This design comes from an exercise in tuning for small area, a short achievable clock period and few clock cycles per item on the open sky130 flow, not from production work.
RTL that was checked went through simulation tests only; none was proved equivalent to the original.
No functional check of the RTL was part of runs 1 to 3.

`design/flow/design.v`:
```
module cordic #(parameter WIDTH = 32, ITER = 16)(
    input clk,
    input rst,
    input start,
    input mode,  
    input signed [WIDTH-1:0] x_in,
    input signed [WIDTH-1:0] y_in,
    input signed [WIDTH-1:0] z_in,
    output signed [WIDTH-1:0] x_out,
    output signed [WIDTH-1:0] y_out,
    output signed [WIDTH-1:0] z_out,
    output reg done
);
    localparam signed [WIDTH-1:0] K = 32'sd19898;   
    reg signed [WIDTH-1:0] x, y, z;
    reg [3:0] i;       
    reg busy;
    reg mode_r;        
    function signed [WIDTH-1:0] atan_table;
        input [3:0] idx;
        case (idx)
            4'd0:  atan_table = 32'sd25736;
            4'd1:  atan_table = 32'sd15192;
            4'd2:  atan_table = 32'sd8027;
            4'd3:  atan_table = 32'sd4074;
            4'd4:  atan_table = 32'sd2045;
            4'd5:  atan_table = 32'sd1023;
            4'd6:  atan_table = 32'sd511;
            4'd7:  atan_table = 32'sd256;
            4'd8:  atan_table = 32'sd128;
            4'd9:  atan_table = 32'sd64;
            4'd10: atan_table = 32'sd32;
            4'd11: atan_table = 32'sd16;
            4'd12: atan_table = 32'sd8;
            4'd13: atan_table = 32'sd4;
            4'd14: atan_table = 32'sd2;
            default: atan_table = 32'sd1;
        endcase
    endfunction
    function [WIDTH-1:0] addsub;
        input [WIDTH-1:0] a;
        input [WIDTH-1:0] b;
        input sub;
        reg [WIDTH-1:0] bb, p, g, pp, gg, pn, gn;
        begin
            bb = b ^ {WIDTH{sub}};
            p = a ^ bb;
            g = a & bb;
            g[0] = g[0] | (p[0] & sub);
            gg = g; pp = p; gn = g; pn = p;
                gn[1] = gg[1] | (pp[1] & gg[0]); pn[1] = pp[1] & pp[0];
                gn[3] = gg[3] | (pp[3] & gg[2]); pn[3] = pp[3] & pp[2];
                gn[5] = gg[5] | (pp[5] & gg[4]); pn[5] = pp[5] & pp[4];
                gn[7] = gg[7] | (pp[7] & gg[6]); pn[7] = pp[7] & pp[6];
                gn[9] = gg[9] | (pp[9] & gg[8]); pn[9] = pp[9] & pp[8];
                gn[11] = gg[11] | (pp[11] & gg[10]); pn[11] = pp[11] & pp[10];
                gn[13] = gg[13] | (pp[13] & gg[12]); pn[13] = pp[13] & pp[12];
                gn[15] = gg[15] | (pp[15] & gg[14]); pn[15] = pp[15] & pp[14];
                gn[17] = gg[17] | (pp[17] & gg[16]); pn[17] = pp[17] & pp[16];
                gn[19] = gg[19] | (pp[19] & gg[18]); pn[19] = pp[19] & pp[18];
                gn[21] = gg[21] | (pp[21] & gg[20]); pn[21] = pp[21] & pp[20];
                gn[23] = gg[23] | (pp[23] & gg[22]); pn[23] = pp[23] & pp[22];
                gn[25] = gg[25] | (pp[25] & gg[24]); pn[25] = pp[25] & pp[24];
                gn[27] = gg[27] | (pp[27] & gg[26]); pn[27] = pp[27] & pp[26];
                gn[29] = gg[29] | (pp[29] & gg[28]); pn[29] = pp[29] & pp[28];
                gn[31] = gg[31] | (pp[31] & gg[30]); pn[31] = pp[31] & pp[30];
                gg = gn; pp = pn;
                gn[3] = gg[3] | (pp[3] & gg[1]); pn[3] = pp[3] & pp[1];
                gn[7] = gg[7] | (pp[7] & gg[5]); pn[7] = pp[7] & pp[5];
                gn[11] = gg[11] | (pp[11] & gg[9]); pn[11] = pp[11] & pp[9];
                gn[15] = gg[15] | (pp[15] & gg[13]); pn[15] = pp[15] & pp[13];
                gn[19] = gg[19] | (pp[19] & gg[17]); pn[19] = pp[19] & pp[17];
                gn[23] = gg[23] | (pp[23] & gg[21]); pn[23] = pp[23] & pp[21];
                gn[27] = gg[27] | (pp[27] & gg[25]); pn[27] = pp[27] & pp[25];
                gn[31] = gg[31] | (pp[31] & gg[29]); pn[31] = pp[31] & pp[29];
                gg = gn; pp = pn;
                gn[7] = gg[7] | (pp[7] & gg[3]); pn[7] = pp[7] & pp[3];
                gn[15] = gg[15] | (pp[15] & gg[11]); pn[15] = pp[15] & pp[11];
                gn[23] = gg[23] | (pp[23] & gg[19]); pn[23] = pp[23] & pp[19];
                gn[31] = gg[31] | (pp[31] & gg[27]); pn[31] = pp[31] & pp[27];
                gg = gn; pp = pn;
                gn[15] = gg[15] | (pp[15] & gg[7]); pn[15] = pp[15] & pp[7];
                gn[31] = gg[31] | (pp[31] & gg[23]); pn[31] = pp[31] & pp[23];
                gg = gn; pp = pn;
                gn[31] = gg[31] | (pp[31] & gg[15]); pn[31] = pp[31] & pp[15];
                gg = gn; pp = pn;
                gn[23] = gg[23] | (pp[23] & gg[15]); pn[23] = pp[23] & pp[15];
                gg = gn; pp = pn;
                gn[11] = gg[11] | (pp[11] & gg[7]); pn[11] = pp[11] & pp[7];
                gn[19] = gg[19] | (pp[19] & gg[15]); pn[19] = pp[19] & pp[15];
                gn[27] = gg[27] | (pp[27] & gg[23]); pn[27] = pp[27] & pp[23];
                gg = gn; pp = pn;
                gn[5] = gg[5] | (pp[5] & gg[3]); pn[5] = pp[5] & pp[3];
                gn[9] = gg[9] | (pp[9] & gg[7]); pn[9] = pp[9] & pp[7];
                gn[13] = gg[13] | (pp[13] & gg[11]); pn[13] = pp[13] & pp[11];
                gn[17] = gg[17] | (pp[17] & gg[15]); pn[17] = pp[17] & pp[15];
                gn[21] = gg[21] | (pp[21] & gg[19]); pn[21] = pp[21] & pp[19];
                gn[25] = gg[25] | (pp[25] & gg[23]); pn[25] = pp[25] & pp[23];
                gn[29] = gg[29] | (pp[29] & gg[27]); pn[29] = pp[29] & pp[27];
                gg = gn; pp = pn;
                gn[2] = gg[2] | (pp[2] & gg[1]); pn[2] = pp[2] & pp[1];
                gn[4] = gg[4] | (pp[4] & gg[3]); pn[4] = pp[4] & pp[3];
                gn[6] = gg[6] | (pp[6] & gg[5]); pn[6] = pp[6] & pp[5];
                gn[8] = gg[8] | (pp[8] & gg[7]); pn[8] = pp[8] & pp[7];
                gn[10] = gg[10] | (pp[10] & gg[9]); pn[10] = pp[10] & pp[9];
                gn[12] = gg[12] | (pp[12] & gg[11]); pn[12] = pp[12] & pp[11];
                gn[14] = gg[14] | (pp[14] & gg[13]); pn[14] = pp[14] & pp[13];
                gn[16] = gg[16] | (pp[16] & gg[15]); pn[16] = pp[16] & pp[15];
                gn[18] = gg[18] | (pp[18] & gg[17]); pn[18] = pp[18] & pp[17];
                gn[20] = gg[20] | (pp[20] & gg[19]); pn[20] = pp[20] & pp[19];
                gn[22] = gg[22] | (pp[22] & gg[21]); pn[22] = pp[22] & pp[21];
                gn[24] = gg[24] | (pp[24] & gg[23]); pn[24] = pp[24] & pp[23];
                gn[26] = gg[26] | (pp[26] & gg[25]); pn[26] = pp[26] & pp[25];
                gn[28] = gg[28] | (pp[28] & gg[27]); pn[28] = pp[28] & pp[27];
                gn[30] = gg[30] | (pp[30] & gg[29]); pn[30] = pp[30] & pp[29];
                gg = gn; pp = pn;
            addsub = p ^ {gg[WIDTH-2:0], sub};
        end
    endfunction
    wire signed [WIDTH-1:0] xs = x >>> i;
    wire signed [WIDTH-1:0] ys = y >>> i;
    wire d = mode_r ? y[WIDTH-1] : ~z[WIDTH-1];
    wire signed [WIDTH-1:0] xn = addsub(x, ys, d);
    wire signed [WIDTH-1:0] yn = addsub(y, xs, ~d);
    wire signed [WIDTH-1:0] zn = addsub(z, atan_table(i), d);
    wire load = start & ~busy;
    always @(posedge clk) begin
        if (load) begin
            x <= mode ? x_in : K;
            y <= mode ? y_in : {WIDTH{1'b0}};
            z <= mode ? {WIDTH{1'b0}} : z_in;
        end else begin
            x <= xn;
            y <= yn;
            z <= zn;
        end
    end
    always @(posedge clk or posedge rst) begin
        if (rst) begin
            busy <= 1'b0;
            done <= 1'b0;
            i <= 4'd0;
            mode_r <= 1'b0;
        end else begin
            done <= busy & (i == ITER - 1);
            if (busy)
                i <= i + 4'd1;
            if (load) begin
                busy <= 1'b1;
                mode_r <= mode;
            end else if (i == ITER - 1) begin
                busy <= 1'b0;
            end
        end
    end
    assign x_out = x;
    assign y_out = y;
    assign z_out = z;
endmodule
```
`design/flow/flow/run.sh`:
```
#!/bin/bash
# The standard layout with two changes: plain buf_1 cells as the port buffers
# (buffer_ports otherwise picks delay buffers), and no adder-cell mapping in
# synthesis (ADDER_MAP_FILE empty), so abc maps the adders' prefix logic from
# gates instead of ha/fa cells. Registers and their names are unchanged.
# make's output goes to make.log here; each ORFS step keeps its own log under orfs/logs.
set -euo pipefail
export BUFFER_PORTS_ARGS="-buffer_cell sky130_fd_sc_hd__buf_1"
bash standard.sh ADDER_MAP_FILE= finish > make.log 2>&1
```
`design/flow/standard.sh`:
```
#!/bin/bash
# synth_recipe.tcl (not shown) runs the flow's synth.tcl, then flattens the netlist and writes it again
# the make line also repeats each setting of config.mk as NAME=value (left out here)
make -C /OpenROAD-flow-scripts/flow DESIGN_CONFIG=/design/flow/config.mk WORK_HOME=/design/flow/orfs CLKGATE_MAP_FILE= SYNTH_SCRIPT=/design/flow/synth_recipe.tcl "${@:-finish}"
```
`design/flow/config.mk`:
```
export PLATFORM = sky130hd
export DESIGN_NAME = cordic
export DESIGN_NICKNAME = cordic
export VERILOG_FILES = /design/flow/design.v
export SDC_FILE = /design/flow/constraint.sdc
export NUM_CORES = 4
export LEC_CHECK = 0
export ABC_AREA = 1
export CAP_MARGIN = 20
export CORE_MARGIN = 2
export CORE_UTILIZATION = 40
export SETUP_SLACK_MARGIN = 3
export SLEW_MARGIN = 20
```
`design/flow/constraint.sdc`:
```
create_clock -name core_clock -period 7.0 [get_ports {clk}]
set_input_delay 1.4000 -clock core_clock [delete_from_list [all_inputs] [get_ports {clk}]]
set_output_delay 1.4000 -clock core_clock [all_outputs]
set_load 0.01 [all_outputs]
```
==> results.ini, run 1 <==
[status]
outcome = finished clean

[timing]
rsz0062_at_grt = no
fin_crit_ns = 3.601
drv_slew = 0
skew_ns = 0.01569
finalCritPeriodShare = 0.5145
tightestPinTransition_ns = 0.9588
tns_ns = 0
slew-limit-headroom = 0.3607
hold_violations = 0
setup_viol = 0
fmax_mhz = 277.7

[finish]
synthToLayoutAreaGrowth_pct = 10.61
drive_gt1_frac = 0.04326
fillers = 3178
fin_util = 0.4508
nets = 2314

[routing]
post_drt_wl_per_cell_um = 14.92
ant_nets = 0
drtIter0Drc = 1068
vias = 13620
vias_per_cell = 5.243
finalWirelength_um = 38760
drc = 0
drt_pass1_iterations = 7

[yosys]
ys_top_cells_by_area = nand2_1 28%, nand3_1 17%, dfxtp_1 17%, inv_1 5.3%, nor2_1 3.9%
ys_seq_elements = 103
async_reset_ff_frac = 0.06796
syn-instance-count = 2081
ys.flop_type = dfxtp_1
synth.most_common_cell = nand2_1
yosysTopAreaCellShare = 0.2754
ys_seq_area_frac = 0.1847
synthesis.nets = 2181
ys_types = 54
yosys_warnings = 1
yosys.area.top_type = nand2_1
synth_edf_count = 0
syn_area_um2 = 11350
synthTopCellsByCount = 833 x nand2_1, 385 x nand3_1, 160 x inv_1
avgSynthCellArea_um2 = 5.456

[setup_path]
critical_path.max_fanout = 51
worst_setup_path_end_kind = flop
cp_slowest_cell = dfrtp_2
cp_common_cell = nand2_1
critPathKind = reg -> reg
worstPathArrival_ns = 3.87
cp-start-kind = flop
cp.required_ns = 7.27
critical-path-max-stage-delay_ns = 0.47

[clock_network]
cts-htree-levels = 3
insertion_delay_ns = 0.38
cts_sinks = 103
cts_root_buf = clkbuf_16
cts_tree = yes
ctsHoldBuffers = 0
clk_pin_slew_ns = 0.09
cts.path.max_buffers = 2
cts_made_buffers = 9

[global_route]
gr-total-overflow = 0
grt_pass1_wl_um = 59910
grtUsageTotal = 0.2537
grt_max_degree = 81
grt_pass1_vias = 12180
grt_antenna_before_repair = 2

[place]
gp_congestion = 0.8737
portBuffers = 196
dp_hpwl_um = 28450

[run]
drv_cap = 0

[floorplan]
die-area_um2 = 29750
die_height_um = 172.5
io_pins = 197
core_um2 = 27860
rows = 61
die_width_um = 172.5
start_util = 0.4075

[hold_path]
hold_path.class = reg -> reg

cell families (layout without fill, tap and decap cells):
family / count (synthesis) / after routing / share of synthesized area
buffers and inverters: 271 / 408 / 0.1095
AO/OA/AOI/OAI: 242 / 243 / 0.1310
AND/OR/NAND/NOR: 1408 / 1408 / 0.5288
flip-flops: 103 / 103 / 0.1847
adder cells (fa/ha/maj): 1 / 1 / 0.0008817
XOR/XNOR: 56 / 56 / 0.04507
other: 0 / 1 / 0
metal layers:
| layer | up-vias | GRT usage | routed length [um] |
|---|---|---|---|
| met4 | 0 | 0.07234 | 735 |
| met5 | - | 0 | 0 |
| met2 | 412 | 0.3986 | 16660 |
| met1 | 6105 | 0.3509 | 18460 |
| li1 | 7059 | - | - |
| met3 | 45 | 0.05035 | 2900 |
cell usage in the layout, fill, tap and decap left out, types with 5 or more instances in the layout:
| cell | instances |
|---|---|
| nand2_1 | 832 |
| nand3_1 | 385 |
| buf_1 | 196 |
| inv_1 | 160 |
| nor2_1 | 117 |
| dfxtp_1 | 96 |
| o21ai_0 | 71 |
| a21oi_1 | 56 |
| xor2_1 | 42 |
| o21ai_1 | 40 |
| a32o_1 | 24 |
| inv_2 | 13 |
| xnor2_1 | 12 |
| nand3b_1 | 12 |
| nand2_2 | 12 |
| clkbuf_16 | 10 |
| a21o_1 | 8 |
| nand3_2 | 8 |
| or2_1 | 8 |
| buf_4 | 8 |
| o21bai_1 | 6 |
| a31oi_1 | 5 |
| or2_2 | 5 |
| or2_0 | 5 |
| nor2_4 | 5 |
timing repair:
action | 4_1_cts | 5_1_grt
pin swaps | 1 | 0
buffers inserted | 0 | 5
cloned | 1 | 1
setup endpoints to repair | 62 | 45
gates resized for setup | 5 | 20
worst max-delay path, delay by kind of cell, from the launching register on:
kind,cells,cell delay (ns)
simple gates,28,2.48
flops,1,0.47
buf+inv,2,0.47
state kept, by name (all words and copies together), names as in the netlist:
name and count:
i 4, mode_r 1, z 32, done 1, y 32, x 32, busy 1
cell type report:
type                       count  area, um^2  area share
timing repair buffer         210       909.6     0.07243
inverter                     182       718.2     0.05719
clock inverter                 7       81.33    0.006476
clock buffer                   9       225.2     0.01793
antenna                        1       2.502   0.0001993
sequential                   103        2105      0.1676
multi-input combinational   1708        8044      0.6405
tap                          378       473.0     0.03766
worst paths after layout:
path,cells past startpoint,from,slack [ns],end
min,1,busy,0.61,i[0]
min reg2reg,1,busy,0.61,i[0]
max,30,i[0],3.40,y[31]
max reg2reg,30,i[0],3.40,y[31]
min in group asynchronous,2,rst,0.95,done
max in group asynchronous,2,rst,5.82,i[2]
per-stage QoR:
step,setup slack [ns],instances,instance area (um^2),hold slack [ns]
after floorplan,4.366,2081,11350,0.5604
after global placement,2.483,2574,12090,0.5883
after detailed placement,2.453,2574,12090,0.6023
after CTS,3.008,2591,12420,0.6165
after global routing,3.021,2597,12560,0.6452
final,3.399,2598,12560,0.6082
==> run 2, diff against run 1 <==
--- a/design/flow/config.mk
+++ b/design/flow/config.mk
@@ -8,6 +8,6 @@
 export ABC_AREA = 1
 export CAP_MARGIN = 20
 export CORE_MARGIN = 2
-export CORE_UTILIZATION = 40
-export SETUP_SLACK_MARGIN = 3
+export CORE_UTILIZATION = 65
+export SETUP_SLACK_MARGIN = 4
 export SLEW_MARGIN = 20
==> results.ini, run 2 <==
[clock_network]
cts-htree-levels = 3  ; unchanged
cts_root_buf = clkbuf_16
ctsHoldBuffers = 0  ; unchanged
cts_sinks = 103  ; unchanged
cts.path.max_buffers = 2  ; unchanged
cts_made_buffers = 9  ; unchanged

[timing]
crit_endpoint = y[8]$_DFF_P_/D
endpoint_type = register data pin

[floorplan]
start_util = 0.6610  ; +0.2534
rows = 48  ; -21%
die_height_um = 136.2  ; -21%
die_width_um = 136.2  ; -21%
io_pins = 197  ; unchanged

[yosys]
synthesis.nets = 2181  ; unchanged
ys_types = 54  ; unchanged
async_reset_ff_frac = 0.06796  ; unchanged
ys_seq_area_frac = 0.1847  ; unchanged
yosysTopAreaCellShare = 0.2754  ; unchanged
syn_area_um2 = 11350  ; unchanged
ys.flop_type = dfxtp_1
yosys_warnings = 1  ; unchanged
synth.most_common_cell = nand2_1
avgSynthCellArea_um2 = 5.456  ; unchanged
synthTopCellsByCount = 833 x nand2_1, 385 x nand3_1, 160 x inv_1
ys_seq_elements = 103  ; unchanged
yosys.area.top_type = nand2_1
synth_edf_count = 0  ; unchanged
ys_top_cells_by_area = nand2_1 28%, nand3_1 17%, dfxtp_1 17%, inv_1 5.3%, nor2_1 3.9%
syn-instance-count = 2081  ; unchanged

[place]
dp_hpwl_um = 26320  ; -7.5%
postPlaceCellArea_um2 = 11900  ; -1.6%
placed_cells_incl_taps = 2421  ; -5.9%
portBuffers = 196  ; unchanged
gp_congestion = 0.9330  ; +6.8%
place_worst_setup_slack_ns = 2.696  ; +0.2433 ns

[status]
lastStage = global routing (5_1_grt)
outcome = did not finish
tool.error = [ERROR GRT-0232] Routing congestion too high. Check the congestion heatmap in the GUI.

[global_route]
grtUsageTotal = 0.7629
gr-total-overflow = 20
grt_max_degree = 84

run 2: cell counts after synthesis:
No cell type changed its count.
run 2: worst max-delay path by stage:
stage               cells after the start  startpoint    end  slack (ns)
CTS                                    26        i[1]  z[31]        3.96
detailed placement                     27        i[2]  y[31]        2.70
global placement                       27        i[2]  y[31]        2.81
floorplan                              27        i[0]  x[31]        4.37
run 2: per-stage QoR:
stage / util
3_3_place_gp: 0.6927
2_1_floorplan: -
4_1_cts: 0.8238
3_5_place_dp: 0.6927
run 2: what timing repair did:
item | in CTS
pin swaps | 87
setup endpoints to repair | 95
endpoints found under the hold margin | 0
gates cloned | 14
buffers inserted | 82
gates resized for setup | 247
run 2: layer usage:
metal  GRT overflow  global-route usage
met2             10              0.9277
met4             10              0.7483
met3              0              0.6037
met5              0              0.3500
met1              0              0.7654
run 2: logic make-up after synthesis:
logic type	Yosys count	synth area share
buffers and inverters	271	0.1095
AND/OR/NAND/NOR	1408	0.5288
AO/OA/AOI/OAI	242	0.1310
XOR/XNOR	56	0.04507
flip-flops	103	0.1847
adder cells (fa/ha/maj)	1	0.0008817
==> run 3, diff against run 2 <==
--- a/design/flow/design.v
+++ b/design/flow/design.v
@@ -125,14 +125,14 @@
     wire signed [WIDTH-1:0] zn = addsub(z, atan_table(i), d);
     wire load = start & ~busy;
     always @(posedge clk) begin
-        if (load) begin
+        if (busy) begin
+            x <= xn;
+            y <= yn;
+            z <= zn;
+        end else begin
             x <= mode ? x_in : K;
             y <= mode ? y_in : {WIDTH{1'b0}};
             z <= mode ? {WIDTH{1'b0}} : z_in;
-        end else begin
-            x <= xn;
-            y <= yn;
-            z <= zn;
         end
     end
     always @(posedge clk or posedge rst) begin
--- a/design/flow/config.mk
+++ b/design/flow/config.mk
@@ -8,6 +8,6 @@
 export ABC_AREA = 1
 export CAP_MARGIN = 20
 export CORE_MARGIN = 2
-export CORE_UTILIZATION = 65
-export SETUP_SLACK_MARGIN = 4
+export CORE_UTILIZATION = 50
+export SETUP_SLACK_MARGIN = 3.5
 export SLEW_MARGIN = 20
==> results.ini, run 3 <==
[floorplan]
die-area_um2 = 24500
start_util = 0.5122  ; -0.1488
core_um2 = 22710
io_pins = 197  ; unchanged
rows = 55  ; +15%
die_width_um = 156.5  ; +15%
die_height_um = 156.5  ; +15%

[timing]
fin_crit_ns = 3.294
skew_ns = 0.01330
tightestPinTransition_ns = 0.9477
rsz0062_at_grt = yes
setup_viol = 0
drv_slew = 0
tns_ns = 0
slew-limit-headroom = 0.3675
fmax_mhz = 303.6
finalCritPeriodShare = 0.4705
holdWs_ns = 0.5410
hold_violations = 0

[setup_path]
crit-reg2reg-capture = y[31]
cp_slowest_cell = dfrtp_4
critical_path.max_fanout = 14
rr_worst_depth = 28
cp.required_ns = 7.26
worst_setup_path_end_kind = flop
worstReg2RegStart = i[0]
cp-start-kind = flop
critPathKind = reg -> reg
worstPathArrival_ns = 3.56
reg2reg_slack_ns = 3.71
critical-path-max-stage-delay_ns = 0.54

[finish]
largest_registers = x: 32 flops, y: 32 flops, z: 32 flops
layout_commonest_cell = nand2_1
drive_gt1_frac = 0.1079
nets = 2320
synthToLayoutAreaGrowth_pct = 13.52
stdcell_area_um2 = 13210
fillers = 2363
final_cell_mix = 757 x nand2_1, 364 x nand3_1, 196 x buf_1
fin_util = 0.5815

[run]
drv_cap = 0

[clock_network]
cts-htree-levels = 3  ; unchanged
cts_root_buf = clkbuf_16
cts_sinks = 103  ; unchanged
cts.path.max_buffers = 2  ; unchanged
cts_made_buffers = 9  ; unchanged
insertion_delay_ns = 0.38
cts_tree = yes
clk_pin_slew_ns = 0.09

[yosys]
ys_types = 54  ; unchanged
syn-instance-count = 2071  ; -0.48%
async_reset_ff_frac = 0.06796  ; unchanged
ys_seq_area_frac = 0.1803  ; -0.004430
ys.flop_type = dfxtp_1
yosys.area.top_type = nand2_1
synth_edf_count = 0  ; unchanged
syn_area_um2 = 11630  ; +2.5%
ys_top_cells_by_area = nand2_1 24%, nand3_1 17%, dfxtp_1 17%, inv_1 5.3%, nor2_1 3.3%
yosysTopAreaCellShare = 0.2449  ; -0.03048
ys_seq_elements = 103  ; unchanged
synthTopCellsByCount = 759 x nand2_1, 387 x nand3_1, 164 x inv_1
avgSynthCellArea_um2 = 5.617  ; +3.0%
yosys_warnings = 1  ; unchanged
synthesis.nets = 2171  ; -0.46%
synth.most_common_cell = nand2_1

[hold_path]
hold_depth = 2
hold_end = mode_r
hold_path.class = reg -> reg
hold_start = mode_r

[global_route]
grt_max_degree = 64
grtUsageTotal = 0.3157
grt_pass1_vias = 12260
grt_antenna_before_repair = 0
gr-total-overflow = 0
grt_pass1_wl_um = 61840

[place]
portBuffers = 196  ; unchanged
gp_congestion = 0.9060  ; -2.9%
postPlaceCellArea_um2 = 12230  ; +2.8%
dp_hpwl_um = 29190  ; +11%

[routing]
drc = 0
vias = 13950
vias_per_cell = 5.556
post_drt_wl_per_cell_um = 16.19
drtIter0Drc = 1329
drt_pass1_iterations = 6
finalWirelength_um = 40660
ant_nets = 0

[status]
outcome = finished clean

==> run 3: area by class of cell <==
type                    instances  area (um^2)  area share
diodes                          1        2.502   0.0001895
clock inverters                 6        62.56    0.004738
repair inverters                3        33.78    0.002558
clock buffers                  10        239.0     0.01810
well taps                     285        356.6     0.02700
inverters                     190        779.5     0.05903
repair buffers                226         1205     0.09125
flip-flops and latches        103         2111      0.1598
multi-input cells            1687         8416      0.6373
==> run 3: per-layer routing <==
layer	global-route usage	up-vias	part of all wire
met4	0.1014	0	0.027
met2	0.5240	541	0.46
met3	0.03905	79	0.072
met5	0	-	0
met1	0.4257	6242	0.44
li1	-	7088	-
==> run 3: cells by family (layout without fill, tap and decap cells) <==
family          Yosys count  count (layout)  synth area share
buf+inv                 281             435            0.1130
simple gates           1379            1379            0.5282
flops                   103             103            0.1803
other cells               0               1                 0
xor+xnor                 50              50           0.03948
compound gates          257             257            0.1380
fa+ha+maj                 1               1         0.0009680
==> run 3: critical path, delay by kind of cell, from the launching register on <==
| kind | cells | cell delay, ns |
|---|---|---|
| buf+inv | 2 | 0.33 |
| flops | 1 | 0.54 |
| simple gates | 26 | 2.32 |
==> run 3: how the worst max path moves through the flow <==
| stage | to | slack (ns) | depth (start not counted) | from |
|---|---|---|---|---|
| finish | y[31] | 3.71 | 28 | i[0] |
| global route | y[31] | 3.45 | 28 | i[0] |
| CTS | x[29] | 3.53 | 24 | i[0] |
| detailed placement | x[31] | 2.95 | 27 | i[1] |
| global placement | x[31] | 3.01 | 27 | i[1] |
| floorplan | y[31] | 4.38 | 28 | i[0] |
==> run 3: through the flow <==
step                      setup WS, ns  instances
after floorplan                  4.384       2071
after global placement           3.013       2472
after detailed placement         2.953       2472
after CTS                        3.532       2490
after global routing             3.451       2510
final                            3.706       2511
==> run 3: repair_timing <==
action                                  in CTS  in global routing
setup buffers                                2                 12
cloned                                       0                  8
resized for setup                           20                 71
hold buffers                                 0                  0
pin swaps                                    0                 10
endpoints found under the setup margin      66                 43
==> run 4, diff against run 3 <==
--- a/design/flow/design.v
+++ b/design/flow/design.v
@@ -14,6 +14,7 @@
     localparam signed [WIDTH-1:0] K = 32'sd19898;   
     reg signed [WIDTH-1:0] x, y, z;
     reg [3:0] i;       
+    reg [3:0] ix, iy;  
     reg busy;
     reg mode_r;        
     function signed [WIDTH-1:0] atan_table;
@@ -117,8 +118,8 @@
             addsub = p ^ {gg[WIDTH-2:0], sub};
         end
     endfunction
-    wire signed [WIDTH-1:0] xs = x >>> i;
-    wire signed [WIDTH-1:0] ys = y >>> i;
+    wire signed [WIDTH-1:0] xs = x >>> ix;
+    wire signed [WIDTH-1:0] ys = y >>> iy;
     wire d = mode_r ? y[WIDTH-1] : ~z[WIDTH-1];
     wire signed [WIDTH-1:0] xn = addsub(x, ys, d);
     wire signed [WIDTH-1:0] yn = addsub(y, xs, ~d);
@@ -140,11 +141,16 @@
             busy <= 1'b0;
             done <= 1'b0;
             i <= 4'd0;
+            ix <= 4'd0;
+            iy <= 4'd0;
             mode_r <= 1'b0;
         end else begin
             done <= busy & (i == ITER - 1);
-            if (busy)
+            if (busy) begin
                 i <= i + 4'd1;
+                ix <= ix + 4'd1;
+                iy <= iy + 4'd1;
+            end
             if (load) begin
                 busy <= 1'b1;
                 mode_r <= mode;
--- a/design/flow/config.mk
+++ b/design/flow/config.mk
@@ -8,6 +8,6 @@
 export ABC_AREA = 1
 export CAP_MARGIN = 20
 export CORE_MARGIN = 2
-export CORE_UTILIZATION = 50
+export CORE_UTILIZATION = 40
 export SETUP_SLACK_MARGIN = 3.5
 export SLEW_MARGIN = 20
==> results.ini, run 4 <==
[clock_network]
cts-htree-levels = 3  ; unchanged
cts_tree = yes
cts.path.max_buffers = 2  ; unchanged
clk_pin_slew_ns = 0.09  ; about the same
cts_sinks = 111  ; +7.8%
cts_made_buffers = 9  ; unchanged
cts_root_buf = clkbuf_16
insertion_delay_ns = 0.38  ; about the same

[timing]
finalCritPeriodShare = 0.4556  ; -0.01486
slew-limit-headroom = 0.4323  ; +0.06474
tightestPinTransition_ns = 0.8507  ; -0.09701 ns
hold_violations = 0  ; unchanged
holdWs_ns = 0.5415  ; +0.0004010 ns
rsz0062_at_grt = yes
fmax_mhz = 313.5  ; +3.3%
setup_viol = 0  ; unchanged
tns_ns = 0  ; unchanged
drv_slew = 0  ; unchanged
worst_slack_ns = 3.811  ; +0.1040 ns
fin_crit_ns = 3.190  ; -0.1040 ns
skew_ns = 0.01352  ; +0.0002254 ns

[yosys]
syn-instance-count = 2074  ; +0.14%
synthTopCellsByCount = 779 x nand2_1, 437 x nand3_1, 167 x inv_1
yosys.area.top_type = nand2_1
ys_top_cells_by_area = nand2_1 26%, nand3_1 19%, dfxtp_1 17%, inv_1 5.5%, xor2_1 3.8%
async_reset_ff_frac = 0.1351  ; +0.06717
ys.flop_type = dfxtp_1
synth_compound_area_frac = 0.1251  ; -0.01295
ys_seq_elements = 111  ; +7.8%
muxShareOfSynthArea = 0  ; unchanged
avgSynthCellArea_um2 = 5.528  ; -1.6%
ys_seq_area_frac = 0.2003  ; +0.02008
synthesis.nets = 2174  ; +0.14%
syn_area_um2 = 11470  ; -1.4%
yosys_warnings = 1  ; unchanged
synth-xor-area-share = 0.04692  ; +0.007448
synth_top_family_by_area = simple AND/OR/NAND/NOR gates
synth.most_common_cell = nand2_1
synth_fa_ha_area_frac = 0.0008730  ; -0.00009507
yosysTopAreaCellShare = 0.2550  ; +0.01010
ys_types = 53  ; -1.9%
synth_edf_count = 0  ; unchanged
synth-simple-area-share = 0.5242  ; -0.004010

[setup_path]
cp.required_ns = 7.27  ; about the same
critPathBufInv = 2  ; unchanged
worst_setup_path_end_kind = flop
critical-path-max-stage-delay_ns = 0.58  ; +0.04 ns
cp-start-kind = flop
worstPathArrival_ns = 3.46  ; -0.10 ns
cp_common_cell = nand2_1
critPathKind = reg -> reg
critPathTopFamily = simple AND/OR/NAND/NOR gates
critical_path.max_fanout = 11  ; -3
cp_slowest_cell = dfrtp_4

[finish]
synthToLayoutAreaGrowth_pct = 14.39
fin_cells = 2620  ; +4.3%
largest_registers = x: 32 flops, y: 32 flops, z: 32 flops
final_cell_mix = 777 x nand2_1, 434 x nand3_1, 196 x buf_1
regArea_um2 = 2316  ; +9.7%
fin_util = 0.4683  ; -0.1132
fillers = 3120  ; +32%
stdcell_area_um2 = 13120  ; -0.67%
drive_gt1_frac = 0.06512  ; -0.04274
nets = 2337  ; +0.73%
layout_commonest_cell = nand2_1
diodes = 0  ; -1
multiInputGateArea_um2 = 8033  ; -4.5%

[routing]
vias = 13750  ; -1.5%
drt_pass1_iterations = 5  ; -1
post_drt_wl_per_cell_um = 14.94  ; -7.8%
finalWirelength_um = 39130  ; -3.8%
ant_nets = 0  ; unchanged
drc = 0  ; unchanged
drtIter0Drc = 1181  ; -11%
vias_per_cell = 5.247  ; -5.6%

[place]
dp_hpwl_um = 28750  ; -1.5%
gp_congestion = 0.8882  ; -2.0%
portBuffers = 196  ; unchanged
postPlaceCellArea_um2 = 12270  ; +0.32%
placed_cells_incl_taps = 2571  ; +4.0%
place_worst_setup_slack_ns = 2.776  ; -0.1766 ns

[global_route]
grt_max_degree = 66  ; +3.1%
grt_pass1_vias = 12430  ; +1.4%
gr-total-overflow = 0  ; unchanged
grt_antenna_before_repair = 0  ; unchanged
grtUsageTotal = 0.2427  ; -0.07304
grt_pass1_wl_um = 60520  ; -2.1%

[floorplan]
die_width_um = 173.3  ; +11%
start_util = 0.4093  ; -0.1029
die_height_um = 173.3  ; +11%
rows = 61  ; +11%
io_pins = 197  ; unchanged
die-area_um2 = 30030  ; +23%
core_um2 = 28010  ; +23%

[hold_path]
hold_path.class = reg -> reg

[status]
outcome = finished clean

[run]
drv_cap = 0  ; unchanged

run 4: changes by cell type in the layout (fill, tap and decap cells not counted), sizes merged, moves of 5 or more:
cell and delta:
xor2 +9, inv -14, nand3 +21, dfrtp +8, a32o -7, a31oi -5
nand2 -5, buf +10, a21oi -10, clkinvlp +8
run 4: cell type report:
cell class,instances,area share
well taps,378,0.03606
repair inverters,4,0.002289
flip-flops and latches,111,0.1766
multi-input cells,1695,0.6124
inverters,180,0.05495
repair buffers,236,0.09396
clock buffers,10,0.01822
clock inverters,6,0.005533
run 4: worst paths after layout:
kind | end | cells after the start | slack [ns] | start
min in group asynchronous | i[2] | 2 | 1.16 | rst
worst max-delay path | y[31] | 27 | 3.81 | ix[0]
worst max register to register | y[31] | 27 | 3.81 | ix[0]
max in group asynchronous | iy[2] | 2 | 5.20 | rst
worst min register to register | i[0] | 1 | 0.54 | i[0]
worst min-delay path | i[0] | 1 | 0.54 | i[0]
run 4: layer usage:
metal,part of all wire,vias to the layer above,global-route usage
met5,0,-,0
met4,0.031,0,0.07239
met3,0.077,77,0.04868
met2,0.45,466,0.4102
met1,0.44,6092,0.3115
li1,-,7111,-
run 4: what timing repair did:
action,in CTS,in global routing
buffers inserted,1,23
hold endpoints to repair,0,0
resized for setup,20,44
pin swaps,0,0
setup endpoints to repair,51,38
hold buffers,0,0
cloned,2,7
run 4: cell families after synthesis:
logic type | after synthesis
fa+ha+maj | 1
buf+inv | 268
compound gates | 237
flops | 111
simple gates | 1398
xor+xnor | 59
Testbench counts of run 4, summed over its fixed seeds: cycles 57,592, ops 3,200.
==> run 5, diff against run 4 <==
--- a/design/flow/config.mk
+++ b/design/flow/config.mk
@@ -9,5 +9,5 @@
 export CAP_MARGIN = 20
 export CORE_MARGIN = 2
 export CORE_UTILIZATION = 40
-export SETUP_SLACK_MARGIN = 3.5
+export SETUP_SLACK_MARGIN = 4
 export SLEW_MARGIN = 20
==> results.ini, run 5 <==
[status]
outcome = finished clean

[timing]
tns_ns = 0  ; unchanged
rsz0062_at_grt = yes
setup_viol = 0  ; unchanged
finalCritPeriodShare = 0.4517  ; -0.003966
skew_ns = 0.01381  ; +0.0002868 ns
fmax_mhz = 316.3  ; +0.88%
slew-limit-headroom = 0.4108  ; -0.02143
tightestPinTransition_ns = 0.8828  ; +0.03212 ns
drv_slew = 0  ; unchanged
fin_crit_ns = 3.162  ; -0.02776 ns
hold_violations = 0  ; unchanged

[finish]
layout_commonest_cell = nand2_1
diodes = 0  ; unchanged
drive_gt1_frac = 0.3157  ; +0.2506
nets = 2436  ; +4.2%
largest_registers = x: 32 flops, y: 32 flops, z: 32 flops
synthToLayoutAreaGrowth_pct = 45.73
final_cell_mix = 605 x nand2_1, 215 x nand3_2, 203 x nand3_1

[setup_path]
critical_path.max_fanout = 7  ; -4
critPathTopFamily = simple AND/OR/NAND/NOR gates
cp.required_ns = 7.28  ; about the same
critPathKind = reg -> reg
critical-path-max-stage-delay_ns = 0.55  ; -0.03 ns
cp-start-kind = flop
critPathBufInv = 2  ; unchanged
crit_cells = 27  ; unchanged
worst_setup_path_end_kind = flop
cp_common_cell = nand2_1
worstPathArrival_ns = 3.44  ; -0.02 ns
cp_slowest_cell = dfrtp_2
rr_worst_depth = 27  ; unchanged

[routing]
finalWirelength_um = 48550  ; +24%
post_drt_wl_per_cell_um = 17.85  ; +20%
vias_per_cell = 5.640  ; +7.5%
ant_nets = 0  ; unchanged
drc = 0  ; unchanged
drt_pass1_iterations = 7  ; +2
vias = 15340  ; +12%
drtIter0Drc = 1433  ; +21%

[clock_network]
ctsHoldBuffers = 0  ; unchanged
clk_pin_slew_ns = 0.09  ; about the same
cts_sinks = 111  ; unchanged
insertion_delay_ns = 0.39  ; about the same
cts_root_buf = clkbuf_16
cts.path.max_buffers = 2  ; unchanged
cts-htree-levels = 3  ; unchanged
cts_tree = yes
cts_made_buffers = 9  ; unchanged

[yosys]
synth_edf_count = 0  ; unchanged
avgSynthCellArea_um2 = 5.528  ; unchanged
syn_area_um2 = 11470  ; unchanged
ys_seq_elements = 111  ; unchanged
syn-instance-count = 2074  ; unchanged
synthesis.nets = 2174  ; unchanged
yosys_warnings = 1  ; unchanged
yosys.area.top_type = nand2_1
ys_top_cells_by_area = nand2_1 26%, nand3_1 19%, dfxtp_1 17%, inv_1 5.5%, xor2_1 3.8%
synth.most_common_cell = nand2_1
ys_types = 53  ; unchanged
synthTopCellsByCount = 779 x nand2_1, 437 x nand3_1, 167 x inv_1
ys_seq_area_frac = 0.2003  ; unchanged
ys.flop_type = dfxtp_1
yosysTopAreaCellShare = 0.2550  ; unchanged
async_reset_ff_frac = 0.1351  ; unchanged

[hold_path]
hold_depth = 2  ; +1
hold_path.class = reg -> reg

[floorplan]
core_um2 = 28010  ; unchanged
start_util = 0.4093  ; unchanged
rows = 61  ; unchanged
die_height_um = 173.3  ; unchanged
io_pins = 197  ; unchanged
die_width_um = 173.3  ; unchanged
die-area_um2 = 30030  ; unchanged

[global_route]
grt_antenna_before_repair = 0  ; unchanged
grt_pass1_wl_um = 66020  ; +9.1%
grt_pass1_vias = 13340  ; +7.3%
grtUsageTotal = 0.2675  ; +0.02480
grt_max_degree = 57  ; -14%
gr-total-overflow = 0  ; unchanged

[place]
gp_congestion = 0.8882  ; unchanged
dp_hpwl_um = 28750  ; unchanged
portBuffers = 196  ; unchanged

[run]
drv_cap = 0  ; unchanged

run 5: path summary, 6_finish.rpt:
| path | from | endpoint | slack [ns] |
|---|---|---|---|
| setup reg to reg | iy[0] | x[31] | 3.84 |
| hold / removal | mode_r | mode_r | 0.58 |
| min in group asynchronous | rst | i[2] | 1.17 |
| hold reg to reg | mode_r | mode_r | 0.58 |
| setup / recovery | iy[0] | x[31] | 3.84 |
| max in group asynchronous | rst | iy[2] | 5.18 |
run 5: final cells by class:
class / instances / area [um^2]
clock buffer: 10 / 239.0
clock inverter: 6 / 72.57
fill: 2617 / 11300
inverter: 180 / 773.2
multi-input combinational: 1695 / 10480
sequential: 111 / 2322
tap: 378 / 473.0
timing repair buffer: 331 / 2275
timing repair inverter: 8 / 80.08
run 5: layer usage:
metal	track usage	wire length (um)	vias up
met2	0.4530	22000	811
met5	0	0	-
li1	-	-	7320
met4	0.1155	3328	0
met3	0.05943	4704	261
met1	0.3256	18510	6944
run 5: per-stage QoR:
step / hold slack [ns] / instance area, um^2 / setup WS (ns) / cells / util
floorplan: 0.4530 / 11470 / 4.416 / 2074 / -
global placement: 0.5325 / 12270 / 2.818 / 2571 / 0.4381
detailed placement: 0.5286 / 12270 / 2.776 / 2571 / 0.4381
CTS: 0.5428 / 14030 / 3.993 / 2653 / 0.5009
global route: 0.6261 / 16710 / 3.557 / 2719 / 0.5966
finish: 0.5842 / 16710 / 3.838 / 2719 / 0.5966
run 5: cells by family after synthesis:
| group | share of synthesized area |
|---|---|
| XOR/XNOR | 0.04692 |
| flip-flops | 0.2003 |
| AO/OA/AOI/OAI | 0.1251 |
| adder cells (fa/ha/maj) | 0.0008730 |
| AND/OR/NAND/NOR | 0.5242 |
| buffers and inverters | 0.1026 |
run 5: repair_timing:
item | 4_1_cts | 5_1_grt
gates resized for setup | 194 | 514
pin swaps | 41 | 131
buffers inserted | 52 | 58
cloned | 14 | 8
setup endpoints to repair | 78 | 58
run 5: worst register-to-register path: stages, from the launching register on:
cell and delay [ns]:
dfrtp_2 0.55, buf_12 0.25, inv_8 0.09, nand2_4 0.09, nand3_2 0.14, nand3_2 0.18
nand3_2 0.14, nand2_2 0.10, nand2_1 0.05, nand3_1 0.09, and2_4 0.16, nand2_1 0.07
nor2_1 0.10, nand2_1 0.07, nand2_2 0.12, nand2_4 0.07, nand2_4 0.09, nand2_4 0.07
nand2_4 0.09, nand2_2 0.06, nand2_2 0.07, nand2_1 0.06, nand2_2 0.07, nand2_2 0.06
nand2_1 0.05, nand2_1 0.04, nand3_1 0.07, nand2_1 0.06
==> run 6, diff against run 5 <==
--- a/design/flow/design.v
+++ b/design/flow/design.v
@@ -126,14 +126,14 @@
     wire signed [WIDTH-1:0] zn = addsub(z, atan_table(i), d);
     wire load = start & ~busy;
     always @(posedge clk) begin
-        if (busy) begin
+        if (load) begin
+            x <= mode ? x_in : K;
+            y <= mode ? y_in : {WIDTH{1'b0}};
+            z <= mode ? {WIDTH{1'b0}} : z_in;
+        end else begin
             x <= xn;
             y <= yn;
             z <= zn;
-        end else begin
-            x <= mode ? x_in : K;
-            y <= mode ? y_in : {WIDTH{1'b0}};
-            z <= mode ? {WIDTH{1'b0}} : z_in;
         end
     end
     always @(posedge clk or posedge rst) begin
--- a/design/flow/config.mk
+++ b/design/flow/config.mk
@@ -9,5 +9,5 @@
 export CAP_MARGIN = 20
 export CORE_MARGIN = 2
 export CORE_UTILIZATION = 40
-export SETUP_SLACK_MARGIN = 4
+export SETUP_SLACK_MARGIN = 3.5
 export SLEW_MARGIN = 20
==> results.ini, run 6 <==
[global_route]
gr-total-overflow = 0  ; unchanged
grt_pass1_wl_um = 62160  ; -5.8%
grt_antenna_before_repair = 1  ; +1
grtUsageTotal = 0.2471  ; -0.02035
grt_max_degree = 80  ; +40%
grt_pass1_vias = 12490  ; -6.3%

[place]
placed_cells_incl_taps = 2603  ; +1.2%
gp_congestion = 0.8954  ; +0.81%
place_worst_setup_slack_ns = 2.858  ; +0.08135 ns
postPlaceCellArea_um2 = 12690  ; +3.4%
portBuffers = 196  ; unchanged
dp_hpwl_um = 29810  ; +3.7%

[clock_network]
cts_made_buffers = 9  ; unchanged
cts_root_buf = clkbuf_16
cts-htree-levels = 3  ; unchanged
clk_pin_slew_ns = 0.09  ; about the same
cts_sinks = 111  ; unchanged
cts.path.max_buffers = 2  ; unchanged
insertion_delay_ns = 0.38  ; about the same
cts_tree = yes

[yosys]
avgSynthCellArea_um2 = 5.704  ; +3.2%
ys_types = 57  ; +7.5%
synth_compound_area_frac = 0.1283  ; +0.003220
synth_top_family_by_area = simple AND/OR/NAND/NOR gates
synthTopCellsByCount = 761 x nand2_1, 419 x nand3_1, 158 x inv_1
yosysTopAreaCellShare = 0.2393  ; -0.01576
yosys.area.top_type = nand2_1
synth_edf_count = 0  ; unchanged
synthesis.nets = 2193  ; +0.87%
yosys_warnings = 1  ; unchanged
synth-simple-area-share = 0.5282  ; +0.003966
ys_top_cells_by_area = nand2_1 24%, nand3_1 18%, dfxtp_1 16%, inv_1 5.0%, xor2_1 3.3%
syn-instance-count = 2093  ; +0.92%
ys_seq_area_frac = 0.1924  ; -0.007937
ys.flop_type = dfxtp_1
muxShareOfSynthArea = 0  ; unchanged
synth-xor-area-share = 0.04129  ; -0.005632
ys_seq_elements = 111  ; unchanged
synth_fa_ha_area_frac = 0  ; -0.0008730
async_reset_ff_frac = 0.1351  ; unchanged
syn_area_um2 = 11940  ; +4.1%
synth.most_common_cell = nand2_1

[timing]
finalCritPeriodShare = 0.4609  ; +0.009263
fin_crit_ns = 3.227  ; +0.06484 ns
fmax_mhz = 309.9  ; -2.0%
hold_violations = 0  ; unchanged
worst_slack_ns = 3.773  ; -0.06484 ns
tns_ns = 0  ; unchanged
drv_slew = 0  ; unchanged
tightestPinTransition_ns = 0.9386  ; +0.05583 ns
rsz0062_at_grt = yes
setup_viol = 0  ; unchanged
holdWs_ns = 0.5853  ; +0.001114 ns
skew_ns = 0.01609  ; +0.002282 ns
slew-limit-headroom = 0.3742  ; -0.03658

[floorplan]
die_width_um = 176.8  ; +2.0%
die_height_um = 176.8  ; +2.0%
die-area_um2 = 31250  ; +4.0%
start_util = 0.4050  ; -0.004371
core_um2 = 29480  ; +5.2%
rows = 63  ; +3.3%
io_pins = 197  ; unchanged

[setup_path]
critical_path.max_fanout = 36  ; +29
worst_setup_path_end_kind = flop
crit_chain = inv_1 > nand2_2 > o21ai_4 > inv_8 > buf_16 > xor2_2 > xor2_1 > a21oi_1 > nand2_1 > nand3_2 > nand2_2 > nand2_1 > nand2_2 > nand2_2 > nand2_2 > nand2_2 > nand2_2 > nand2_1 > nand2_2 > nand2_2 > nand2_1 > nand2_1 > nand3_1 > nand2_1
critical-path-max-stage-delay_ns = 0.37  ; -0.18 ns
cp.required_ns = 7.26  ; -0.02 ns
critPathKind = reg -> reg
cp_common_cell = nand2_2
worstPathArrival_ns = 3.49  ; +0.05 ns
cp-start-kind = flop
cp_slowest_cell = dfrtp_1
critPathTopFamily = simple AND/OR/NAND/NOR gates
critPathBufInv = 3  ; +1
reg2reg_slack_ns = 3.77  ; -0.06 ns

[routing]
vias = 13880  ; -9.5%
finalWirelength_um = 39760  ; -18%
ant_nets = 0  ; unchanged
drt_pass1_iterations = 10  ; +3
drtIter0Drc = 1030  ; -28%
vias_per_cell = 5.255  ; -6.8%
post_drt_wl_per_cell_um = 15.06  ; -16%
drc = 0  ; unchanged

[finish]
stdcell_area_um2 = 13390  ; -20%
fillers = 3321  ; +27%
layout_commonest_cell = nand2_1
nets = 2346  ; -3.7%
drive_gt1_frac = 0.1044  ; -0.2113
diodes = 0  ; unchanged
multiInputGateArea_um2 = 8382  ; -20%
regArea_um2 = 2302  ; -0.86%
fin_util = 0.4543  ; -0.1422
synthToLayoutAreaGrowth_pct = 12.19
largest_registers = x: 32 flops, y: 32 flops, z: 32 flops
fin_cells = 2641  ; -2.9%
final_cell_mix = 759 x nand2_1, 416 x nand3_1, 196 x buf_1

[run]
drv_cap = 0  ; unchanged

[status]
outcome = finished clean

[hold_path]
hold_path.class = reg -> reg

run 6: repair_timing:
action | in CTS | in global routing
cloned | 2 | 7
setup endpoints to repair | 58 | 50
hold endpoints to repair | 0 | 0
setup buffers | 1 | 12
hold buffers | 0 | 0
gates resized for setup | 12 | 40
pin swaps | 1 | 0
run 6: routing by layer:
metal,vias up,GRT usage,share of wire
met5,-,0,0.00033
met4,2,0.05923,0.019
met3,51,0.04790,0.072
met2,399,0.4119,0.45
met1,6267,0.3280,0.46
li1,7159,-,-
run 6: cell families (layout without fill, tap and decap cells):
logic type / after synthesis / count (layout)
AND/OR/NAND/NOR: 1415 / 1415
buffers and inverters: 281 / 438
flip-flops: 111 / 111
XOR/XNOR: 53 / 53
AO/OA/AOI/OAI: 233 / 234
run 6: final cells by class:
| type | instances | area share |
|---|---|---|
| Multi-Input combinational cell | 1702 | 0.6258 |
| Sequential cell | 111 | 0.1719 |
| Timing Repair Buffer | 226 | 0.08305 |
| Inverter | 192 | 0.05792 |
| Tap cell | 390 | 0.03643 |
| Clock buffer | 10 | 0.01709 |
| Clock inverter | 6 | 0.005605 |
| Timing Repair inverter | 4 | 0.002242 |
run 6: final timing paths:
path                        start     end  cells past startpoint
min reg2reg                  i[0]    i[0]                      1
min                          i[0]    i[0]                      1
min in group asynchronous     rst  mode_r                      2
max reg2reg                mode_r   z[31]                     24
max in group asynchronous     rst   ix[0]                      2
max                        mode_r   z[31]                     24
run 6: worst reg2reg max path, stage by stage, from the launching register on:
cell and delay, ns:
dfrtp_1 0.37, inv_1 0.21, nand2_2 0.16, o21ai_4 0.16, inv_8 0.17, buf_16 0.22, xor2_2 0.27, xor2_1 0.24
a21oi_1 0.09, nand2_1 0.13, nand3_2 0.10, nand2_2 0.10, nand2_1 0.09, nand2_2 0.11, nand2_2 0.07, nand2_2 0.08
nand2_2 0.06, nand2_2 0.07, nand2_1 0.06, nand2_2 0.07, nand2_2 0.06, nand2_1 0.06, nand2_1 0.04, nand3_1 0.06
nand2_1 0.06
Testbench counts of run 6, summed over its fixed seeds: cycles 57,592, ops 3,200.
==> run 7, diff against run 6 <==
--- a/design/flow/design.v
+++ b/design/flow/design.v
@@ -126,14 +126,14 @@
     wire signed [WIDTH-1:0] zn = addsub(z, atan_table(i), d);
     wire load = start & ~busy;
     always @(posedge clk) begin
-        if (load) begin
+        if (busy) begin
+            x <= xn;
+            y <= yn;
+            z <= zn;
+        end else begin
             x <= mode ? x_in : K;
             y <= mode ? y_in : {WIDTH{1'b0}};
             z <= mode ? {WIDTH{1'b0}} : z_in;
-        end else begin
-            x <= xn;
-            y <= yn;
-            z <= zn;
         end
     end
     always @(posedge clk or posedge rst) begin
--- a/design/flow/config.mk
+++ b/design/flow/config.mk
@@ -8,6 +8,6 @@
 export ABC_AREA = 1
 export CAP_MARGIN = 20
 export CORE_MARGIN = 2
-export CORE_UTILIZATION = 40
+export CORE_UTILIZATION = 58
 export SETUP_SLACK_MARGIN = 3.5
 export SLEW_MARGIN = 20
==> results.ini, run 7 <==
[place]
dp_hpwl_um = 26070  ; -13%
place_worst_setup_slack_ns = 2.876  ; +0.01791 ns
portBuffers = 196  ; unchanged
gp_congestion = 0.9249  ; +3.3%

[finish]
multiInputGateArea_um2 = 8018  ; -4.3%
diodes = 0  ; unchanged
regArea_um2 = 2321  ; +0.82%
final_cell_mix = 778 x nand2_1, 436 x nand3_1, 196 x buf_1
layout_commonest_cell = nand2_1
synthToLayoutAreaGrowth_pct = 11.48
largest_registers = x: 32 flops, y: 32 flops, z: 32 flops
drive_gt1_frac = 0.05698  ; -0.04742
nets = 2324  ; -0.94%
fillers = 1950  ; -41%
fin_util = 0.6568  ; +0.2024

[hold_path]
hold_depth = 1  ; unchanged
hold_start = i[0]
hold_end = i[0]
hold_path.class = reg -> reg

[timing]
setup_viol = 0  ; unchanged
fin_crit_ns = 3.254  ; +0.02721 ns
fmax_mhz = 307.3  ; -0.84%
tns_ns = 0  ; unchanged
tightestPinTransition_ns = 0.9746  ; +0.03600 ns
rsz0062_at_grt = no
hold_violations = 0  ; unchanged
drv_slew = 0  ; unchanged
finalCritPeriodShare = 0.4648  ; +0.003887
skew_ns = 0.01756  ; +0.001471 ns
slew-limit-headroom = 0.3495  ; -0.02472
worst_slack_ns = 3.746  ; -0.02721 ns

[yosys]
yosys.area.top_type = nand2_1
synthTopCellsByCount = 779 x nand2_1, 437 x nand3_1, 167 x inv_1
synth.most_common_cell = nand2_1
ys.flop_type = dfxtp_1
syn-instance-count = 2074  ; -0.91%
ys_seq_area_frac = 0.2003  ; +0.007937
ys_seq_elements = 111  ; unchanged
synth_edf_count = 0  ; unchanged
yosysTopAreaCellShare = 0.2550  ; +0.01576
avgSynthCellArea_um2 = 5.528  ; -3.1%
ys_types = 53  ; -7.0%
syn_area_um2 = 11470  ; -4.0%
yosys_warnings = 1  ; unchanged
async_reset_ff_frac = 0.1351  ; unchanged
synthesis.nets = 2174  ; -0.87%
ys_top_cells_by_area = nand2_1 26%, nand3_1 19%, dfxtp_1 17%, inv_1 5.5%, xor2_1 3.8%

[clock_network]
cts_tree = yes
cts_made_buffers = 9  ; unchanged
clk_pin_slew_ns = 0.08  ; about the same
insertion_delay_ns = 0.38  ; about the same
cts_sinks = 111  ; unchanged
cts.path.max_buffers = 2  ; unchanged
cts_root_buf = clkbuf_16
cts-htree-levels = 3  ; unchanged

[global_route]
grt_pass1_wl_um = 54720  ; -12%
grt_pass1_vias = 11740  ; -6.0%
grt_max_degree = 70  ; -13%
grt_antenna_before_repair = 0  ; -1
grtUsageTotal = 0.3232  ; +0.07610
gr-total-overflow = 0  ; unchanged

[routing]
drtIter0Drc = 1171  ; +14%
drc = 0  ; unchanged
post_drt_wl_per_cell_um = 14.37  ; -4.6%
ant_nets = 0  ; unchanged
vias_per_cell = 5.553  ; +5.7%
drt_pass1_iterations = 8  ; -2
vias = 13850  ; -0.22%
finalWirelength_um = 35840  ; -9.9%

[run]
drv_cap = 0  ; unchanged

[setup_path]
worstReg2RegStart = iy[1]
worstPathArrival_ns = 3.52  ; +0.03 ns
rr_worst_depth = 24  ; unchanged
critical_path.max_fanout = 34  ; -5.6%
worst_setup_path_end_kind = flop
cp.required_ns = 7.26  ; about the same
reg2reg_slack_ns = 3.75  ; -0.03 ns
crit-reg2reg-capture = x[27]
crit_start = iy[1]
critPathKind = reg -> reg
cp-start-kind = flop

[floorplan]
die_width_um = 144.6  ; -18%
die-area_um2 = 20910  ; -33%
io_pins = 197  ; unchanged
core_um2 = 19460  ; -34%
rows = 51  ; -19%
die_height_um = 144.6  ; -18%
start_util = 0.5891  ; +0.1842

[status]
outcome = finished clean

run 7: kinds of logic after synthesis:
kind of cell               count (synthesis)  share of synthesized area
adders and majority gates                  1                  0.0008730
buffers and inverters                    268                     0.1026
and+or+nand+nor                         1398                     0.5242
xor gates and xnor gates                  59                    0.04692
DFF                                      111                     0.2003
AOI/OAI and AO/OA                        237                     0.1251
run 7: repair_timing:
item,4_1_cts,5_1_grt
hold buffers,0,0
cloned,3,2
setup buffers,0,17
setup endpoints to repair,62,53
resized for setup,20,31
run 7: layout make-up:
| class | instances | share of cell area |
|---|---|---|
| clock buffer | 10 | 0.01958 |
| clock inverter | 6 | 0.004601 |
| inverter | 180 | 0.05570 |
| multi-input combinational | 1695 | 0.6272 |
| sequential | 111 | 0.1816 |
| tap | 265 | 0.02594 |
| timing repair buffer | 224 | 0.08359 |
| timing repair inverter | 3 | 0.001762 |
run 7: critical path: stages (launching register included):
cell and delay (ns):
dfrtp_1 0.40, buf_12 0.18, clkinvlp_4 0.07, buf_4 0.21
nand3_1 0.15, nand3_1 0.13, nand3_1 0.15, nand2_1 0.11
nand2_1 0.06, nand2_1 0.06, nand2_1 0.06, nand2_1 0.12
o21ai_0 0.13, a21oi_1 0.21, nand2_2 0.11, nand2_1 0.12
nand2_2 0.09, nand2_1 0.10, nand2_1 0.08, nand2_1 0.14
nor2_2 0.06, o21bai_2 0.15, nand3_1 0.09, nand3_1 0.09
nand2_1 0.06
run 7: per-layer routing:
| layer | vias up | GRT usage | share of wire | routed length, um |
|---|---|---|---|---|
| li1 | 7091 | - | - | - |
| met1 | 6026 | 0.4166 | 0.43 | 15490 |
| met2 | 627 | 0.5261 | 0.44 | 15930 |
| met3 | 104 | 0.07483 | 0.090 | 3222 |
| met4 | 0 | 0.1221 | 0.034 | 1203 |
| met5 | - | 0 | 0 | 0 |
run 7: how the worst max path moves through the flow:
stage                       end  slack, ns  cells past startpoint
after floorplan           y[31]       4.42                     25
after global placement    x[31]       2.93                     27
after detailed placement  x[31]       2.88                     27
after CTS                 x[31]       3.50                     28
after global routing      y[31]       3.48                     26
final                     x[27]       3.75                     24
run 7: through the flow:
step	cell area [um^2]	hold WS (ns)	instances
after floorplan	11470	0.4530	2074
after global placement	12110	0.5305	2456
after detailed placement	12110	0.5308	2456
after CTS	12490	0.5476	2475
after global routing	12780	0.5837	2494
final	12780	0.5540	2494
Testbench counts of run 7, summed over its fixed seeds: cycles 57,592, ops 3,200.
==> run 8, diff against run 7 <==
--- a/design/flow/config.mk
+++ b/design/flow/config.mk
@@ -8,6 +8,7 @@
 export ABC_AREA = 1
 export CAP_MARGIN = 20
 export CORE_MARGIN = 2
-export CORE_UTILIZATION = 58
+export CORE_UTILIZATION = 50
 export SETUP_SLACK_MARGIN = 3.5
 export SLEW_MARGIN = 20
+export TNS_END_PERCENT = 10
==> results.ini, run 8 <==
[place]
gp_congestion = 0.8944  ; -3.3%
portBuffers = 196  ; unchanged
dp_hpwl_um = 27300  ; +4.7%
postPlaceCellArea_um2 = 12150  ; +0.27%
place_worst_setup_slack_ns = 2.830  ; -0.04585 ns
placed_cells_incl_taps = 2477  ; +0.86%

[floorplan]
die_height_um = 155.4  ; +7.5%
die_width_um = 155.4  ; +7.5%
rows = 55  ; +7.8%
core_um2 = 22570  ; +16%
start_util = 0.5080  ; -0.08115
io_pins = 197  ; unchanged
die-area_um2 = 24160  ; +16%

[routing]
finalWirelength_um = 36630  ; +2.2%
met2WireLength_um = 16250  ; +2.0%
routed.top_layer = met4
drt_pass1_iterations = 6  ; -2
drt-met1-wl_um = 16950  ; +9.4%
post_drt_wl_per_cell_um = 14.57  ; +1.4%
drc = 0  ; unchanged
routed-wl-met3_um = 2541  ; -21%
drtIter0Drc = 970  ; -17%
vias_per_cell = 5.351  ; -3.6%
vias = 13450  ; -2.9%
ant_nets = 0  ; unchanged

[timing]
setup_viol = 0  ; unchanged
fmax_mhz = 314.9  ; +2.5%
finalCritPeriodShare = 0.4536  ; -0.01122
worst_slack_ns = 3.825  ; +0.07857 ns
skew_ns = 0.01439  ; -0.003174 ns
holdWs_ns = 0.5485  ; -0.005424 ns
tns_ns = 0  ; unchanged
tightestPinTransition_ns = 1.025  ; +0.05019 ns
slew-limit-headroom = 0.3160  ; -0.03350
hold_violations = 0  ; unchanged
drv_slew = 0  ; unchanged
rsz0062_at_grt = yes
fin_crit_ns = 3.175  ; -0.07857 ns

[global_route]
grt_pass1_wl_um = 57550  ; +5.2%
gr-total-overflow = 0  ; unchanged
grtUsageTotal = 0.2912  ; -0.03206
grt_max_degree = 70  ; unchanged
grt_pass1_vias = 11930  ; +1.6%
grt_antenna_before_repair = 0  ; unchanged

[finish]
final_cell_mix = 778 x nand2_1, 436 x nand3_1, 196 x buf_1
synthToLayoutAreaGrowth_pct = 11.58  ; about the same
diodes = 0  ; unchanged
fillers = 2432  ; +25%
layout_commonest_cell = nand2_1
drive_gt1_frac = 0.05608  ; -0.0008973
fin_cells = 2514  ; +0.80%
nets = 2324  ; unchanged
largest_registers = x: 32 flops, y: 32 flops, z: 32 flops
fin_util = 0.5668  ; -0.08997
stdcell_area_um2 = 12790  ; about the same

[run]
drv_cap = 0  ; unchanged

[setup_path]
critical_path.max_fanout = 30  ; -12%
cp.required_ns = 7.28  ; +0.02 ns
critPathKind = reg -> reg
worst_setup_path_end_kind = flop
cp-start-kind = flop
worstPathArrival_ns = 3.45  ; -0.07 ns

[yosys]
ys_top_cells_by_area = nand2_1 26%, nand3_1 19%, dfxtp_1 17%, inv_1 5.5%, xor2_1 3.8%
synth.most_common_cell = nand2_1
synthTopCellsByCount = 779 x nand2_1, 437 x nand3_1, 167 x inv_1
yosysTopAreaCellShare = 0.2550  ; unchanged
syn_area_um2 = 11470  ; unchanged
ys.flop_type = dfxtp_1
synthesis.nets = 2174  ; unchanged
ys_seq_elements = 111  ; unchanged
yosys.area.top_type = nand2_1
ys_seq_area_frac = 0.2003  ; unchanged
avgSynthCellArea_um2 = 5.528  ; unchanged
async_reset_ff_frac = 0.1351  ; unchanged
yosys_warnings = 1  ; unchanged
ys_types = 53  ; unchanged
syn-instance-count = 2074  ; unchanged
synth_edf_count = 0  ; unchanged

[clock_network]
cts.path.max_buffers = 2  ; unchanged
cts-htree-levels = 3  ; unchanged
cts_root_buf = clkbuf_16
cts_made_buffers = 9  ; unchanged
cts_sinks = 111  ; unchanged
cts_tree = yes
insertion_delay_ns = 0.37  ; about the same
ctsHoldBuffers = 0  ; unchanged
clk_pin_slew_ns = 0.09  ; about the same

[status]
outcome = finished clean

[hold_path]
hold_path.class = reg -> reg

[run 8: cell counts after synthesis]
Identical to the previous run, type by type.
[run 8: logic make-up (layout without fill, tap and decap cells)]
group	count (synthesis)	after routing	synth area share
XOR/XNOR	59	59	0.04692
buffers and inverters	268	423	0.1026
flip-flops	111	111	0.2003
adder cells (fa/ha/maj)	1	1	0.0008730
AND/OR/NAND/NOR	1398	1398	0.5242
AO/OA/AOI/OAI	237	237	0.1251
[run 8: path summary, 6_finish.rpt]
check                      start  endpoint  slack [ns]  depth (start not counted)
min in group asynchronous    rst      i[2]        1.13                          2
min                         i[0]      i[0]        0.55                          1
min reg2reg                 i[0]      i[0]        0.55                          1
max reg2reg                ix[2]     y[31]        3.82                         26
max                        ix[2]     y[31]        3.82                         26
max in group asynchronous    rst     iy[2]        5.29                          2
[run 8: area by class of cell]
class	instances	area, um^2	share of cell area
inverter	180	711.9	0.05565
sequential	111	2317	0.1811
clock buffer	10	229.0	0.01790
tap	285	356.6	0.02787
multi-input combinational	1695	8018	0.6267
timing repair buffer	224	1077	0.08421
clock inverter	6	61.31	0.004792
timing repair inverter	3	22.52	0.001760
[run 8: repair_timing]
action,in CTS,in global routing
endpoints found under the setup margin,68,51
gates cloned,3,2
hold endpoints to repair,0,0
buffers inserted,1,15
gates resized for setup,18,34
[run 8: metal layers]
layer | track usage | vias to the layer above
met1 | 0.3835 | 5876
met5 | 0 | -
met2 | 0.4855 | 427
met4 | 0.09087 | 0
met3 | 0.05125 | 61
li1 | - | 7089
[run 8: critical path: stages, from the launching register on]
cell	delay [ns]
dfrtp_4	0.65
clkinvlp_4	0.13
buf_4	0.20
nand3_1	0.12
nand3_1	0.16
nand2_1	0.14
nand2_1	0.07
nand3_2	0.09
nand3_1	0.12
nand2_1	0.11
nand2_1	0.07
nand2_1	0.08
nand2_1	0.09
nand2_2	0.10
nand2_1	0.09
nand2_2	0.10
nand2_2	0.08
nand2_2	0.08
nand2_1	0.07
nand2_1	0.09
nand2_1	0.05
nand2_1	0.07
nand2_1	0.08
nand2_1	0.07
nand2_1	0.05
nand3_1	0.06
nand2_1	0.05

afterwards: timing with drivers on the ports:
Ports are ideal in the flow. The routed layouts listed here were re-timed in OpenROAD. Step 1, drivers: a clkbuf_16 drives clk and a buf_2 each remaining input, both assumed. Step 2, shift: input delay + t, output delay - t, t = (earliest + latest rising clock arrival at the registers) / 2. This alone moves slack from input paths to output paths. Slacks: ideal ports / drivers / drivers and shift; pairs: ideal ports / drivers.
run | shift t [ns] | setup WS [ns] | pins driven straight from the clock port
run 1 | 0.423 | 3.399 / 3.399 / 3.233 | 1
run 3 | 0.419 | 3.706 / 3.706 / 3.706 | 1
run 4 | 0.419 | 3.811 / 3.811 / 3.811 | 1
run 5 | 0.429 | 3.838 / 3.838 / 3.838 | 1
run 6 | 0.423 | 3.773 / 3.773 / 3.552 | 1
run 7 | 0.420 | 3.746 / 3.746 / 3.746 | 1
run 8 | 0.417 | 3.825 / 3.825 / 3.825 | 1
After both steps setup and hold are still met in every run listed. The setup slack of run 6, which loses most, moves by 0.000 ns with the drivers and by -0.221 ns with both steps.
